This design comes from an exercise in tuning for small area on the open sky130 flow, not from production work.
Only simulation tests tie the RTL to the original design; equivalence was not proved.

==> inputs of raven <==
Design FIR_filter, start of the top module:
module FIR_filter(data_in,data_out,reset,CLK,music);
input wire signed [15:0] data_in;
output wire signed [31:0] data_out;
input reset;
input music;
input CLK;
reg [15:0] r0;
reg [15:0] r1;
reg [15:0] r2;
reg [15:0] r3;
reg [15:0] r4;
reg [15:0] r5;
reg [15:0] r6;
reg [15:0] r7;
reg [15:0] r8;
reg [15:0] r9;
reg [15:0] r10;
reg [15:0] r11;
reg [15:0] r12;
reg [15:0] r13;
reg [15:0] r14;
reg [15:0] r15;
reg [15:0] r16;
reg [15:0] r17;
reg [15:0] r18;
always @(posedge CLK or negedge reset)
  if (!reset) begin
    r0 <= 16'd0;
    r1 <= 16'd0;
    r2 <= 16'd0;
    r3 <= 16'd0;
    r4 <= 16'd0;
    r5 <= 16'd0;
    r6 <= 16'd0;
    r7 <= 16'd0;
    r8 <= 16'd0;
    r9 <= 16'd0;
    r10 <= 16'd0;
    r11 <= 16'd0;
    r12 <= 16'd0;
    r13 <= 16'd0;
    r14 <= 16'd0;
    r15 <= 16'd0;
    r16 <= 16'd0;
    r17 <= 16'd0;
    r18 <= 16'd0;
  end else begin
    r0 <= data_in;
    r1 <= r0;
    r2 <= r1;
    r3 <= r2;
    r4 <= r3;
    r5 <= r4;
    r6 <= r5;
    r7 <= r6;
  ...
==> flow/config.mk <==
export PLATFORM = sky130hd
export DESIGN_NAME = FIR_filter
export DESIGN_NICKNAME = FIR_filter
export VERILOG_FILES = /design/flow/design.v
export SDC_FILE = /design/flow/constraint.sdc
export NUM_CORES = 4
export LEC_CHECK = 0
export ABC_AREA = 1
export CAP_MARGIN = 20
export CORE_MARGIN = 2
export CORE_UTILIZATION = 65
export SLEW_MARGIN = 20
==> flow/constraint.sdc <==
create_clock -name core_clock -period 8.0 [get_ports {CLK}]
set_input_delay 1.6000 -clock core_clock [delete_from_list [all_inputs] [get_ports {CLK}]]
set_output_delay 1.6000 -clock core_clock [all_outputs]
set_load 0.01 [all_outputs]
standard.sh (not shown) runs the stock make flow with config.mk's settings and CLKGATE_MAP_FILE= SYNTH_SCRIPT=/design/flow/synth_recipe.tcl, a recipe that flattens the netlist after the stock synthesis.
==> flow/flow/run.sh <==
#!/bin/bash
# Standard ORFS synthesis, then a netlist pass that re-chooses the polarity
# of the full-adder cells (a full adder is self-dual) to drop the inverters
# Yosys' extract_fa leaves between adders, then the standard layout.
set -euo pipefail
W=$(pwd)
R=$W/orfs/results/$FLOW_PLATFORM/FIR_filter/base
bash standard.sh synth > $W/synth.log 2>&1
cp $R/1_2_yosys.v $W/1_2_yosys.std.v
python3 $W/flow/polar.py $W/1_2_yosys.std.v $W/1_2_yosys.pol.v > $W/polar.log 2>&1
cp $W/1_2_yosys.pol.v $R/1_2_yosys.v
rm -f $R/1_synth.odb $R/1_synth.sdc
export BUFFER_PORTS_ARGS="-buffer_cell sky130_fd_sc_hd__buf_1"
export CTS_ARGS="-sink_clustering_enable -repair_clock_nets -dont_use_dummy_load -buf_list sky130_fd_sc_hd__clkbuf_8 -sink_clustering_size 20 -sink_clustering_max_diameter 70"
bash standard.sh finish > $W/layout.log 2>&1
Other scripts of this flow, unchanged in this note and not shown: flow/flow/polar.py
==> inputs of nickel, as changes to raven <==
ABC_AREA = unset   (was 1)
CORE_UTILIZATION = 70   (was 65)
==> run summary <==
outcome timing/DRC/antenna clean; first-pass GRT wire length 69600 um; die width 191 um; vias in the first global route 11900; Final WS setup 241 ps; Post-Synthesis Cells 1293; GRT Overall Usage 0.273; DR WL met2 23200 um; WL final 44300 um; hold path start r17[11]; Plain + repair buffers 65; fmax 0.129 GHz; CP arrival 8260 ps
-- figures above: raven

==> run summary <==
CP arrival 8250 ps; endpoints failing setup 0; Data buffer area share 0.0148; die width 184 um; fmax 0.129 GHz; Plain + repair buffers 66; WL final 43000 um; DR WL met2 22500 um; first-pass GRT wire length 68700 um; hold path start r11[6]; Final WS setup 226 ps; Post-Synthesis Cells 1263; max FFs per register 48; outcome timing/DRC/antenna clean
-- figures above: nickel

static timing again, ports no longer ideal:
How much do the figures lean on ideal ports? The routed layouts below were timed once more, with nothing changed but the port constraints. Step 1 (the two cells are an assumption about what drives the block):
set clk [get_ports {CLK}]
set_driving_cell -lib_cell sky130_fd_sc_hd__clkbuf_16 $clk
set_driving_cell -lib_cell sky130_fd_sc_hd__buf_2 [delete_from_list [all_inputs] $clk]
Step 2, shift: input delay + t, output delay - t, t = (earliest + latest rising clock arrival at the registers) / 2. This alone moves slack from input paths to output paths. a / b / c = ideal ports / drivers / drivers and shift; a / b = the first two.
run | shift t [ns] | setup slack, ns | slew at the worst register clock pin (ns)
raven | 0.638 | 0.241 / 0.241 / 0.241 | 0.12 / 0.12
nickel | 0.625 | 0.226 / 0.226 / 0.226 | 0.11 / 0.11
After both steps setup and hold are still met in every run listed.
